Background: an optimization exercise with open tools, aiming at small area, a short achievable clock period and few clock cycles per item. Do not read the settings as production practice.
The RTL was checked by simulation tests, not by an equivalence proof against the original design.

==> inputs of trial 25 <==
## geofence
module geofence ( clk,reset,X,Y,R,valid,is_inside);
input clk;
input reset;
input [9:0] X;
input [9:0] Y;
input [10:0] R;
output valid;
output is_inside;
reg [5:0] cyc;
reg valid_r, isin_r;
reg [1:0] opm;    
reg       npm;    
reg [2:0] npa, npb;
reg [2:0] nrot;   
reg       sq;     
reg [2:0] nre;    
reg       ce;     
reg [2:0] ci, cj;
reg       acc;    
localparam LAST = 6'd35;
always @(*) begin
    opm = 2'd0; sq = 1'b0; acc = 1'b0; ce = 1'b0; ci = 3'd0; cj = 3'd0;
    npm = 1'b0; npa = 3'd0; npb = 3'd0; nre = 3'd0; nrot = 3'd0;
    case (cyc)
    6'd0: begin opm = 2'd0; sq = 1'b0; acc = 1'b0; ce = 1'b0; ci = 3'd0; cj = 3'd0; npm = 1'b0; npa = 3'd0; npb = 3'd0; nre = 3'd0; nrot = 3'd1; end
    6'd1: begin opm = 2'd0; sq = 1'b0; acc = 1'b0; ce = 1'b0; ci = 3'd0; cj = 3'd0; npm = 1'b0; npa = 3'd0; npb = 3'd0; nre = 3'd0; nrot = 3'd2; end
    6'd2: begin opm = 2'd0; sq = 1'b0; acc = 1'b0; ce = 1'b0; ci = 3'd0; cj = 3'd0; npm = 1'b0; npa = 3'd1; npb = 3'd2; nre = 3'd0; nrot = 3'd3; end
    6'd3: begin opm = 2'd0; sq = 1'b0; acc = 1'b0; ce = 1'b0; ci = 3'd0; cj = 3'd0; npm = 1'b0; npa = 3'd1; npb = 3'd3; nre = 3'd0; nrot = 3'd4; end
  ...
==> flow/config.mk <==
export PLATFORM = sky130hd
export DESIGN_NAME = geofence
export DESIGN_NICKNAME = geofence
export VERILOG_FILES = /design/flow/design.v
export SDC_FILE = /design/flow/constraint.sdc
export NUM_CORES = 4
export LEC_CHECK = 0
export ABC_CLOCK_PERIOD_IN_PS = 6000
export CAP_MARGIN = 20
export CORE_MARGIN = 2
export CORE_UTILIZATION = 60
export SLEW_MARGIN = 20
==> flow/constraint.sdc <==
create_clock -name core_clock -period 22.0 [get_ports {clk}]
set_input_delay 4.4000 -clock core_clock [delete_from_list [all_inputs] [get_ports {clk}]]
set_output_delay 4.4000 -clock core_clock [all_outputs]
set_load 0.01 [all_outputs]
standard.sh (not shown) runs the stock make flow with config.mk's settings and CLKGATE_MAP_FILE= SYNTH_SCRIPT=/design/flow/synth_recipe.tcl, a recipe that flattens the netlist after the stock synthesis.
==> flow/flow/run.sh <==
#!/bin/bash
# The standard layout (the standard.sh, unchanged synthesis and steps),
# with repair_timing asked for 16.5 ns of extra setup slack so that it works
# on the paths that set the achieved period. Same clock and constraints.
set -euo pipefail
bash standard.sh SETUP_SLACK_MARGIN=16.5 finish > flow_make.log 2>&1
==> build 1 (differences from trial 25) <==
- CORE_UTILIZATION: 60 -> 40
==> notes.md <==
Status
The flow ran to the end and the layout has no timing, DRC or antenna violations.

Critical path
The worst endpoint data arrival time is 6.19 ns. Across all register-to-register paths, the minimum setup slack is 16.40 ns. The number of buffer and inverter stages on the critical path is 3. The highest fanout seen on the critical path is 5.

Placement
In this run, placement finished with an instance count of 6192.

Finish
The portion of the layout cell area used by non-clock buffers is 0.0390.

Drt
The count of TritonRoute iterations in the first routing pass is 8.

CTS
Clock-pin slew was measured on the worst setup and hold paths at 0.08 ns. TritonCTS created 66 clock buffers.
[end of results for trial 25]
==> notes.md <==
Drt
The final route contains 37938 vias. The number of remaining DRC errors is 0.

Global route
The number of antenna violations at the first check in global routing was 1.

Min path
The type of the tightest min-delay check is flop to flop.

Finish
Measured on the final layout, buffering overhead outside the clock network stands at 0.0362.

Status
The run finished with no timing, DRC or antenna violations.

Critical path
The worst path required time is 22.50 ns. The worst endpoint data arrival time is 6.06 ns. Of all nets on the critical path, the largest fanout is 8.

The setup check on the worst reg-to-reg path leaves a slack of 16.45 ns.

Placement
The cell count after placement is 6710.

CTS
After clock tree synthesis, the clock-pin slew on the worst setup and hold paths is 0.06 ns. The clock buffer count from CTS is 67.

Floorplan
In this run the vertical extent of the chip is 341 µm.
[end of results for build 1]
Testbench counts of trial 25, summed over its fixed seeds: cycles 86,392, objects 2,400.
Testbench counts of build 1, summed over its fixed seeds: cycles 86,392, objects 2,400.

==> run M: inputs <==
geofence, a different RTL version from the one above (not shown whole).
export LEC_CHECK = 0
export ABC_CLOCK_PERIOD_IN_PS = 6000
export CAP_MARGIN = 20
export CORE_MARGIN = 2
export CORE_UTILIZATION = 40
export SLEW_MARGIN = 20
create_clock -name core_clock -period 22.0 [get_ports {clk}]
Scripts as last shown in full above: flow/flow/run.sh
==> run Y (differences from run M) <==
==> flow/flow/run.sh (replaced) <==
#!/bin/bash
# The standard layout (the standard.sh, unchanged synthesis and steps),
# with repair_timing asked for 16.7 ns of extra setup slack so that it works
# on the paths that set the achieved period. Same clock and constraints.
set -euo pipefail
bash standard.sh SETUP_SLACK_MARGIN=16.7 finish > flow_make.log 2>&1
==> summary of the runs <==
- Against run Y, the final cell count of run M is lower by about 1%.
- Die area is the same in run Y and run M.
- Wire length: run Y is higher than run M (0.91%).
- Setup slack: run Y is lower than run M (0.020 ns).
- In critical path depth, run M and run Y do not differ.
Testbench counts of run M, summed over its fixed seeds: cycles 86,392, objects 2,400.
Testbench counts of run Y, summed over its fixed seeds: cycles 86,392, objects 2,400.

==> inputs of try-yarrow <==
geofence, a different RTL version from the one above (not shown whole).
Design geofence, start of the top module:
module geofence ( clk,reset,X,Y,R,valid,is_inside);
input clk;
input reset;
input [9:0] X;
input [9:0] Y;
input [10:0] R;
output valid;
output is_inside;
reg [5:0] cyc;
reg valid_r, isin_r;
reg [1:0] opm;    
reg       npm;    
reg [2:0] npa, npb;
reg       sq;     
reg [2:0] nre;    
reg       ce;     
reg [2:0] ci, cj;
reg       acc;    
localparam LAST = 6'd35;
always @(*) begin
    opm = 2'd0; sq = 1'b0; acc = 1'b0; ce = 1'b0; ci = 3'd0; cj = 3'd0;
    npm = 1'b0; npa = 3'd0; npb = 3'd0; nre = 3'd0;
    case (cyc)
    6'd0: begin opm = 2'd0; sq = 1'b0; acc = 1'b0; ce = 1'b0; ci = 3'd0; cj = 3'd0; npm = 1'b0; npa = 3'd0; npb = 3'd0; nre = 3'd0; end
    6'd1: begin opm = 2'd0; sq = 1'b0; acc = 1'b0; ce = 1'b0; ci = 3'd0; cj = 3'd0; npm = 1'b0; npa = 3'd0; npb = 3'd0; nre = 3'd0; end
    6'd2: begin opm = 2'd0; sq = 1'b0; acc = 1'b0; ce = 1'b0; ci = 3'd0; cj = 3'd0; npm = 1'b0; npa = 3'd4; npb = 3'd5; nre = 3'd0; end
    6'd3: begin opm = 2'd0; sq = 1'b0; acc = 1'b0; ce = 1'b0; ci = 3'd0; cj = 3'd0; npm = 1'b0; npa = 3'd3; npb = 3'd5; nre = 3'd0; end
    6'd4: begin opm = 2'd0; sq = 1'b0; acc = 1'b0; ce = 1'b0; ci = 3'd0; cj = 3'd0; npm = 1'b0; npa = 3'd3; npb = 3'd4; nre = 3'd0; end
    6'd5: begin opm = 2'd0; sq = 1'b0; acc = 1'b0; ce = 1'b1; ci = 3'd2; cj = 3'd3; npm = 1'b0; npa = 3'd1; npb = 3'd4; nre = 3'd0; end
    6'd6: begin opm = 2'd0; sq = 1'b0; acc = 1'b0; ce = 1'b1; ci = 3'd1; cj = 3'd3; npm = 1'b0; npa = 3'd1; npb = 3'd3; nre = 3'd0; end
    6'd7: begin opm = 2'd0; sq = 1'b0; acc = 1'b0; ce = 1'b1; ci = 3'd1; cj = 3'd2; npm = 1'b0; npa = 3'd1; npb = 3'd2; nre = 3'd0; end
  ...
Settings: LEC_CHECK=0, ABC_CLOCK_PERIOD_IN_PS=6000, CAP_MARGIN=20, CORE_MARGIN=2, CORE_UTILIZATION=40, SLEW_MARGIN=20; clock period 22.0 ns.
==> flow/flow/run.sh <==
#!/bin/bash
# The standard layout (the standard.sh, unchanged synthesis and steps),
# with repair_timing asked for 16.3 ns of extra setup slack so that it works
# on the paths that set the achieved period. Same clock and constraints.
set -euo pipefail
bash standard.sh SETUP_SLACK_MARGIN=16.3 finish > flow_make.log 2>&1
==> try-xenon: changes against try-yarrow <==
--- a/flow/design.v
+++ b/flow/design.v
@@ -478,20 +478,20 @@
     6'd13: begin opm = 2'd0; sq = 1'b0; acc = 1'b0; ce = 1'b1; ci = 3'd2; cj = 3'd4; npm = 1'b0; npa = 3'd0; npb = 3'd0; nre = 3'd0; end
     6'd14: begin opm = 2'd0; sq = 1'b0; acc = 1'b0; ce = 1'b1; ci = 3'd2; cj = 3'd3; npm = 1'b1; npa = 3'd0; npb = 3'd0; nre = 3'd0; end
     6'd15: begin opm = 2'd1; sq = 1'b0; acc = 1'b0; ce = 1'b0; ci = 3'd0; cj = 3'd0; npm = 1'b1; npa = 3'd1; npb = 3'd0; nre = 3'd0; end
     6'd16: begin opm = 2'd1; sq = 1'b0; acc = 1'b0; ce = 1'b0; ci = 3'd0; cj = 3'd0; npm = 1'b1; npa = 3'd2; npb = 3'd0; nre = 3'd0; end
     6'd17: begin opm = 2'd1; sq = 1'b0; acc = 1'b0; ce = 1'b0; ci = 3'd0; cj = 3'd0; npm = 1'b1; npa = 3'd3; npb = 3'd0; nre = 3'd0; end
     6'd18: begin opm = 2'd1; sq = 1'b0; acc = 1'b0; ce = 1'b0; ci = 3'd0; cj = 3'd0; npm = 1'b1; npa = 3'd4; npb = 3'd0; nre = 3'd0; end
     6'd19: begin opm = 2'd1; sq = 1'b0; acc = 1'b0; ce = 1'b0; ci = 3'd0; cj = 3'd0; npm = 1'b1; npa = 3'd5; npb = 3'd0; nre = 3'd0; end
-    6'd20: begin opm = 2'd1; sq = 1'b0; acc = 1'b0; ce = 1'b0; ci = 3'd0; cj = 3'd0; npm = 1'b0; npa = 3'd0; npb = 3'd0; nre = 3'd0; end
-    6'd21: begin opm = 2'd2; sq = 1'b0; acc = 1'b0; ce = 1'b0; ci = 3'd0; cj = 3'd0; npm = 1'b0; npa = 3'd0; npb = 3'd0; nre = 3'd1; end
-    6'd22: begin opm = 2'd2; sq = 1'b0; acc = 1'b0; ce = 1'b0; ci = 3'd0; cj = 3'd0; npm = 1'b0; npa = 3'd0; npb = 3'd0; nre = 3'd2; end
-    6'd23: begin opm = 2'd2; sq = 1'b1; acc = 1'b0; ce = 1'b0; ci = 3'd0; cj = 3'd0; npm = 1'b0; npa = 3'd0; npb = 3'd0; nre = 3'd3; end
-    6'd24: begin opm = 2'd2; sq = 1'b1; acc = 1'b0; ce = 1'b0; ci = 3'd0; cj = 3'd0; npm = 1'b0; npa = 3'd0; npb = 3'd0; nre = 3'd4; end
-    6'd25: begin opm = 2'd2; sq = 1'b1; acc = 1'b0; ce = 1'b0; ci = 3'd0; cj = 3'd0; npm = 1'b0; npa = 3'd0; npb = 3'd0; nre = 3'd5; end
+    6'd20: begin opm = 2'd1; sq = 1'b0; acc = 1'b0; ce = 1'b0; ci = 3'd0; cj = 3'd0; npm = 1'b0; npa = 3'd0; npb = 3'd0; nre = 3'd1; end
+    6'd21: begin opm = 2'd2; sq = 1'b0; acc = 1'b0; ce = 1'b0; ci = 3'd0; cj = 3'd0; npm = 1'b0; npa = 3'd0; npb = 3'd0; nre = 3'd2; end
+    6'd22: begin opm = 2'd2; sq = 1'b0; acc = 1'b0; ce = 1'b0; ci = 3'd0; cj = 3'd0; npm = 1'b0; npa = 3'd0; npb = 3'd0; nre = 3'd3; end
+    6'd23: begin opm = 2'd2; sq = 1'b1; acc = 1'b0; ce = 1'b0; ci = 3'd0; cj = 3'd0; npm = 1'b0; npa = 3'd0; npb = 3'd0; nre = 3'd4; end
+    6'd24: begin opm = 2'd2; sq = 1'b1; acc = 1'b0; ce = 1'b0; ci = 3'd0; cj = 3'd0; npm = 1'b0; npa = 3'd0; npb = 3'd0; nre = 3'd5; end
+    6'd25: begin opm = 2'd2; sq = 1'b1; acc = 1'b0; ce = 1'b0; ci = 3'd0; cj = 3'd0; npm = 1'b0; npa = 3'd0; npb = 3'd0; nre = 3'd0; end
     6'd26: begin opm = 2'd2; sq = 1'b1; acc = 1'b0; ce = 1'b0; ci = 3'd0; cj = 3'd0; npm = 1'b1; npa = 3'd0; npb = 3'd0; nre = 3'd0; end
     6'd27: begin opm = 2'd3; sq = 1'b1; acc = 1'b0; ce = 1'b0; ci = 3'd0; cj = 3'd0; npm = 1'b1; npa = 3'd1; npb = 3'd0; nre = 3'd0; end
     6'd28: begin opm = 2'd3; sq = 1'b1; acc = 1'b0; ce = 1'b0; ci = 3'd0; cj = 3'd0; npm = 1'b1; npa = 3'd2; npb = 3'd0; nre = 3'd0; end
     6'd29: begin opm = 2'd3; sq = 1'b0; acc = 1'b1; ce = 1'b0; ci = 3'd0; cj = 3'd0; npm = 1'b1; npa = 3'd3; npb = 3'd0; nre = 3'd0; end
     6'd30: begin opm = 2'd3; sq = 1'b0; acc = 1'b1; ce = 1'b0; ci = 3'd0; cj = 3'd0; npm = 1'b1; npa = 3'd4; npb = 3'd0; nre = 3'd0; end
     6'd31: begin opm = 2'd3; sq = 1'b0; acc = 1'b1; ce = 1'b0; ci = 3'd0; cj = 3'd0; npm = 1'b1; npa = 3'd5; npb = 3'd0; nre = 3'd0; end
     6'd32: begin opm = 2'd3; sq = 1'b0; acc = 1'b1; ce = 1'b0; ci = 3'd0; cj = 3'd0; npm = 1'b0; npa = 3'd0; npb = 3'd0; nre = 3'd0; end
@@ -565,22 +565,24 @@
         xb = xb | (ring[m][30:21] & {10{sb[m]}});
         yb = yb | (ring[m][20:11] & {10{sb[m]}});
         rb = rb | (ring[m][10:0]  & {11{srb[m]}});
     end
 end
 wire [10:0] sqo;             
 wire [9:0]  sqo1;            
-wire [11:0] rsum;            
-wire [11:0] rdif;            
+reg  [11:0] rsum;            
+reg  [11:0] rdif;            
 wire [10:0] as = sqo;        
 reg  [21:0] p1, p2;          
 reg         g1, g2;          
 reg         gp1, gp2;        
-assign rsum = ra + rb;
-assign rdif = ra - rb;
+always @(posedge clk) begin
+    rsum <= ra + rb;
+    rdif <= ra - rb;
+end
 reg [13:0] u1p, u1q, u2p, u2q, u3p, u3q, u4p, u4q;
 reg        sb1, sb2, sb3, sb4, hv;
 always @(*) begin
     sb1 = 1'b1; sb2 = 1'b1; sb3 = 1'b1; sb4 = 1'b1; hv = 1'b0;
     case (opm)
     2'd0: begin  
         u1p = xa;  u1q = x0;
@@ -643,19 +645,19 @@
 always @(*) begin
     for (m = 0; m < 6; m = m + 1)
         posn[m] = pos[m] + {2'b00, ce && (ccw ? (cj == m) : (ci == m))};
 end
 wire [21:0] sqi = sq ? p1 : p1 + p2;
 geofence_sqrt #(.NS(11), .CUT(11'b100_1001_000)) U_SQ (.clk(clk), .a(sqi), .root(sqo));
 geofence_sqrt #(.NS(10), .CUT(10'b10_0100_100)) U_SQ1 (.clk(clk), .a(p2[19:0]), .root(sqo1));
-reg  [24:0] dacc;
-wire [24:0] dadd = {2'b00, p1, 1'b0} + (gp2 ? {3'b000, p2} : ~{3'b000, p2}) + {24'd0, ~gp2};
-wire [24:0] dnew = dacc + dadd;
+reg  [26:0] dacc;
+wire [26:0] dadd = {4'b0000, p1, 1'b0} + (gp2 ? {5'b00000, p2} : ~{5'b00000, p2}) + {26'd0, ~gp2};
+wire [26:0] dnew = dacc + dadd;
 always @(posedge clk) begin
     if (cyc == 6'd0)
-        dacc <= 25'd0;
+        dacc <= 27'd0;
     else if (acc)
         dacc <= dnew;
     if (cyc == LAST - 6'd1)
-        isin_r <= dnew[24] || (dnew == 25'd0);
+        isin_r <= dnew[26] || (dnew == 27'd0);
 end
 endmodule
--- a/flow/config.mk
+++ b/flow/config.mk
@@ -5,8 +5,10 @@
 export SDC_FILE = /design/flow/constraint.sdc
 export NUM_CORES = 4
 export LEC_CHECK = 0
 export ABC_CLOCK_PERIOD_IN_PS = 6000
 export CAP_MARGIN = 20
 export CORE_MARGIN = 2
 export CORE_UTILIZATION = 40
+export CTS_CLUSTER_DIAMETER = 150
+export CTS_CLUSTER_SIZE = 20
 export SLEW_MARGIN = 20
==> comparison <==
Of try-yarrow and try-xenon, try-xenon has the higher synthesized cell count (gap about 1.5%, measured against try-xenon).
Clock-buffer cell count: try-yarrow is higher than try-xenon (34).
Synthesized area: try-yarrow is lower than try-xenon (2.6%).
try-yarrow went through all stages and came out clean. try-xenon passed the timing, DRC and antenna checks.
==> figures <==
Result of the run: try-yarrow complete, no violations; try-xenon complete, no violations
Part of the cycle the worst path needs: try-yarrow 0.254; try-xenon 0.257
Vertical extent of the die: try-yarrow 314 um; try-xenon 318 um
Worst hold slack after final layout: try-yarrow 0.324 ns; try-xenon 0.331 ns
Starting utilization of the core area: try-yarrow 0.404; try-xenon 0.402
Initial antenna violation count: try-yarrow 6; try-xenon 8
Avg Cell Area, Syn: try-yarrow 8.64 um^2; try-xenon 8.75 um^2
Maximum number of pins on one net before global-route repair: try-yarrow 65; try-xenon 69
Number of buffers added by the clock tree synthesis step: try-yarrow 59; try-xenon 31
Testbench counts of try-yarrow, summed over its fixed seeds: cycles 86,392, objects 2,400.
Testbench counts of try-xenon, summed over its fixed seeds: cycles 86,392, objects 2,400.

[re-timing with driven ports]
How much do the figures lean on ideal ports? The routed layouts below were timed once more, with nothing changed but the port constraints.
Step 1 sets driving cells, clkbuf_16 on the clock port and buf_2 on the other inputs (assumed; they add their load-dependent delay and slew).
Step 2 adds t to the input delays and takes it off the output delays; t is the mean of the earliest and latest rising clock arrival at the registers after step 1. Input paths then give back, and output paths get back, about the clock's delay inside the block.
Slacks: ideal / step 1 / step 2; pairs: ideal / step 1.
| run | shift t [ns] | setup slack, ns | latest minus earliest clock arrival (ns) | slew at the worst register clock pin (ns) |
|---|---|---|---|---|
| trial 25 | 0.695 | 16.402 / 16.402 / 16.402 | 0.049 / 0.049 | 0.08 / 0.08 |
| build 1 | 0.685 | 16.445 / 16.408 / 16.445 | 0.027 / 0.027 | 0.06 / 0.06 |
| run M | 0.695 | 16.452 / 16.388 / 16.624 | 0.058 / 0.059 | 0.08 / 0.08 |
| run Y | 0.722 | 16.432 / 16.361 / 16.620 | 0.037 / 0.037 | 0.08 / 0.08 |
| try-yarrow | 0.680 | 16.415 / 16.348 / 16.500 | 0.073 / 0.073 | 0.07 / 0.07 |
| try-xenon | 0.703 | 16.340 / 16.278 / 16.484 | 0.059 / 0.059 | 0.11 / 0.11 |
After both steps every run listed still meets setup and hold.
